Context: an optimization exercise on an open-source flow, tuned for a short achievable clock period and few clock cycles. The choices shown serve that exercise and are no tape-out recipe. RTL that was checked went through simulation tests only; none was proved equivalent to the original.

## RISCV_TOP
module RISCV_TOP (
	input wire CLK,
	input wire RSTn,
	output wire I_MEM_CSN,
	input wire [31:0] I_MEM_DI, 
	output reg [11:0] I_MEM_ADDR, 
	output wire D_MEM_CSN,
	input wire [31:0] D_MEM_DI,
	output wire [31:0] D_MEM_DOUT,
	output wire [11:0] D_MEM_ADDR, 
	output wire D_MEM_WEN,
	output wire [3:0] D_MEM_BE,
	output wire RF_WE,
	output wire [4:0] RF_RA1,
	output wire [4:0] RF_RA2,
	output wire [4:0] RF_WA1,
	input wire [31:0] RF_RD1,
	input wire [31:0] RF_RD2,
	output wire [31:0] RF_WD,
	output wire HALT,                    
	output reg [31:0] NUM_INST,          
	output wire [31:0] OUTPUT_PORT       
	);
	localparam PB = 6;	 
	reg rstq;
	reg csn;
	always @(posedge CLK) begin
		rstq <= RSTn;
		csn <= ~RSTn;
	end
	assign I_MEM_CSN = csn;
	assign D_MEM_CSN = csn;
	reg [11:2] pcF;
	reg vD;
	reg [31:0] irD;
	reg [11:2] pcD, predNextD;
	reg predTD;
	reg [31:0] opA, opB, opBI, immE;
	reg selA_M, selB_M, selS_M;
	reg mEq, mNe, mLt, mGe, mLtu, mGeu;
	reg subE, arithE;
	reg [4:0] shE;
	reg selSh_M;
	reg [11:0] jrX;
	reg rAdd, rSll, rSlt, rSltu, rXor, rSr, rOr, rAnd, rLink;
	reg [2:0] f3E;
	reg [4:0] rdE;
	reg weE, ldE, stE, brE, jalE, jrE, haltE, vE;
	reg [11:2] pcE, brTgtE, fallE, fall2E, predNextE;
	reg predTE;
	reg addiE;
	reg zeroPre;
	reg [31:0] resM, stdM;
	reg [4:0] rdM;
	reg weM, ldM, nwenM, haltM, vM;
	reg redirM;
	reg [11:2] tgtM;
	reg [31:0] resW;
	reg [4:0] rdW;
	reg weW, haltW, vW;
	reg [(1<<PB)-1:0] bp_v;
	reg [1:0] bp_c [0:(1<<PB)-1];
	reg bpUpd, bpTaken, bpHit;
	reg [1:0] bpCtr;
	reg [PB+1:2] bpIdx;
	always @(posedge CLK) begin
		if (!rstq) begin
			bp_v <= {(1<<PB){1'b0}};
		end
		else begin
			if (bpUpd) begin
				bp_v[bpIdx] <= 1'b1;
				if (!bpHit)
					bp_c[bpIdx] <= bpTaken ? 2'b11 : 2'b01;
				else if (bpTaken)
					bp_c[bpIdx] <= (bpCtr == 2'b11) ? 2'b11 : bpCtr + 2'd1;
				else
					bp_c[bpIdx] <= (bpCtr == 2'b00) ? 2'b00 : bpCtr - 2'd1;
			end
		end
	end
	wire [6:0] opD = irD[6:0];
	wire [4:0] rdD = irD[11:7];
	wire [4:0] rs1D = irD[19:15];
	wire [4:0] rs2D = irD[24:20];
	wire [2:0] f3D = irD[14:12];
	wire isRD = opD == 7'b0110011;
	wire isID = opD == 7'b0010011;
	wire isLdD = opD == 7'b0000011;
	wire isStD = opD == 7'b0100011;
	wire isBrD = opD == 7'b1100011;
  ...
For scale: ~640 flip-flops, about 310 I/O pins, ~38000 µm² of cells after synthesis.
clock: 10.0 ns
lec_check: 0
cap_margin: 20
core_margin: 2
core_utilization: 55
slew_margin: 20
standard.sh (not shown) runs the stock make flow with config.mk's settings and CLKGATE_MAP_FILE= SYNTH_SCRIPT=/design/flow/synth_recipe.tcl, a recipe that flattens the netlist after the stock synthesis.
==> flow/flow/run.sh <==
#!/bin/bash
set -o pipefail
bash standard.sh SETUP_SLACK_MARGIN=7.0 TNS_END_PERCENT=100 finish > standard_flow.log 2>&1
Change:
--- a/flow/design.v
+++ b/flow/design.v
@@ -118,59 +118,62 @@
 	wire fJal = iw[3];
 	wire fBr = iw[6] & ~iw[2];
 	wire fJalr = iw[6] & iw[2] & ~iw[3];
 	wire [PB+1:2] fbi = pcF[PB+1:2];
 	wire [1:0] fCtr = bp_c[fbi];
 	wire addiOkD = vD & isID & (f3D == 3'b000) & (rdD != 5'd0) & ~mA_E & ~mA_M;
 	wire fFuse = addiOkD & (iw[14:13] == 2'b00) & (iw[24:20] == 5'd0) & (iw[19:15] == rdD);
 	wire [31:0] immID = {{20{irD[31]}}, irD[31:20]};
 	wire zeroF, zeroFW;
 	sumzero zf (.a(RF_RD1), .b(immID), .z(zeroF));
 	sumzero zw (.a(resWn), .b(immID), .z(zeroFW));
-	wire fBrTn = (rstq & bp_v[fbi]) ? fCtr[1] : iw[31];
-	wire fBrT1 = fFuse ? ~iw[12] : fBrTn;
-	wire fBrT0 = fFuse ? iw[12] : fBrTn;
+	wire fBrT = fFuse ? (iw[12] ^ zeroF) : ((rstq & bp_v[fbi]) ? fCtr[1] : iw[31]);
 	wire dLink = vD & (isJalD | isJalrD) & (rdD != 5'd0);
 	wire fLnk = dLink & (rdD == iw[19:15]);
-	wire [11:2] fallD = pcD + 10'd1;
-	wire [11:2] fBase = fJalr ? fallD : pcF;
-	wire [11:2] fImm = fJal ? {iw[20], iw[30:22]} : (fBr ? {iw[7], iw[30:25], iw[11:9]} : iw[31:22]);
-	wire [11:2] fTgt;
-	addcs10 fadd (.a(fBase), .b(fImm), .s(fTgt));
-	wire [11:2] pcInc = pcF + 10'd1;
-	wire [11:2] nextF1 = (fJal | (fBr & fBrT1) | (fJalr & fLnk)) ? fTgt : pcInc;
-	wire [11:2] nextF0 = (fJal | (fBr & fBrT0) | (fJalr & fLnk)) ? fTgt : pcInc;
+	wire [11:2] fTJ = pcF + {iw[20], iw[30:22]};
+	wire [11:2] fTB = pcF + {iw[7], iw[30:25], iw[11:9]};
+	wire [11:2] fTR = pcD + 10'd1 + iw[31:22];
+	wire fTake = fJal | (fBr & fBrT) | (fJalr & fLnk);
+	wire [11:2] fTgt = fJal ? fTJ : (fBr ? fTB : fTR);
+	wire [11:2] nextF = fTake ? fTgt : pcF + 10'd1;
 	wire lateE = redirE & ~redirM;
 	wire lateD = earlyRedir & ~redirM;
 	wire [11:2] valD = earlyT ? tgtBD : pcD + 10'd1;
-	wire redirAny = lateE | lateD | redirM;
-	wire [11:2] pcRedir = lateE ? tgtE : (lateD ? valD : tgtM);
-	wire [11:2] pcN1 = redirAny ? pcRedir : (stall ? pcF : nextF1);
-	wire [11:2] pcN0 = redirAny ? pcRedir : (stall ? pcF : nextF0);
 	always @(posedge CLK) begin
 		if (!RSTn) begin
 			pcF <= 10'b0;
 			vD <= 1'b0;
 		end
-		else begin
-			pcF <= zeroF ? pcN1 : pcN0;
-			if (redirAny) vD <= 1'b0;
-			else if (!stall) vD <= 1'b1;
+		else if (lateE) begin
+			pcF <= tgtE;
+			vD <= 1'b0;
+		end
+		else if (lateD) begin
+			pcF <= valD;
+			vD <= 1'b0;
+		end
+		else if (redirM) begin
+			pcF <= tgtM;
+			vD <= 1'b0;
+		end
+		else if (!stall) begin
+			pcF <= nextF;
+			vD <= 1'b1;
 		end
 	end
 	always @(posedge CLK) begin
 		if (!stall) begin
 			irD <= iw;
 			pcD <= pcF;
-			predTD <= zeroF ? (fBr & fBrT1) : (fBr & fBrT0);
-			predNextD <= zeroF ? nextF1 : nextF0;
+			predTD <= fBr & fBrT;
+			predNextD <= nextF;
 		end
 	end
 	always @(posedge CLK) begin
 		opA <= mA_M ? resWn : RF_RD1;
 		opB <= mB_M ? resWn : RF_RD2;
 		opBI <= (useImmD ? immD : (mB_M ? resWn : RF_RD2)) ^ {32{subD}};
 		shE <= shiftD ? (useImmD ? immD[4:0] : (mB_M ? resWn[4:0] : RF_RD2[4:0])) : 5'd0;
 		selSh_M <= shiftD & ~useImmD & mB_E;
 		jrX <= {predNextD, 2'b00} - immD[11:0];
 		immE <= immD;
 		selA_M <= mA_E;
@@ -380,21 +383,11 @@
 	assign lt = (a[31] & ~b[31]) | (eHi & gLo);
 endmodule
 module sumzero (
 	input wire [31:0] a,
 	input wire [31:0] b,
 	output wire z
 	);
 	wire [31:0] x = a ^ b;
 	wire [31:0] o = a | b;
 	assign z = ~x[0] & (x[31:1] == o[30:0]);
 endmodule
-module addcs10 (
-	input wire [9:0] a,
-	input wire [9:0] b,
-	output wire [9:0] s
-	);
-	wire [5:0] lo = {1'b0, a[4:0]} + {1'b0, b[4:0]};
-	wire [4:0] hi0 = a[9:5] + b[9:5];
-	wire [4:0] hi1 = a[9:5] + b[9:5] + 5'd1;
-	assign s = {lo[5] ? hi1 : hi0, lo[4:0]};
-endmodule
Outcome: First-iteration DRC count went up by 3.8%; routed wire length went up by 3.4%; global-route usage went up by 0.60 points; flip-flop and latch count stays the same; non-clock buffer count went up by 2; hold slack is better by 24 ps.
Testbench counts after the change, summed over its fixed seeds: cycles 44,553.
For the first run of this note, only the layout was checked, not whether the RTL still works.

[what the ideal ports hide]
In the flow no input, the clock included, has a driving cell. The finished layouts below were timed again as built, in two steps.
Step 1 sets driving cells, clkbuf_16 on the clock port and buf_2 on the other inputs (assumed; they add their load-dependent delay and slew).
Step 2 also shifts input and output timing later by t, the mid clock arrival at the registers, as if the neighbouring blocks saw the same clock.
Three values: no drivers, after step 1, after step 2; two values: the first two.
| run | t (ns) | setup WS [ns] | worst slew at a driven data input, ns | cell pins on the clock port's net |
|---|---|---|---|---|
| the first run | 0.686 | 5.818 / 5.845 / 5.159 | 0.09 | 1 |
| the second run | 0.708 | 5.762 / 5.775 / 5.067 | 0.09 | 1 |
After both steps setup and hold are still met in every run listed. For the second run, which loses most, drivers alone change the setup slack by +0.013 ns; drivers and shift together by -0.695 ns.
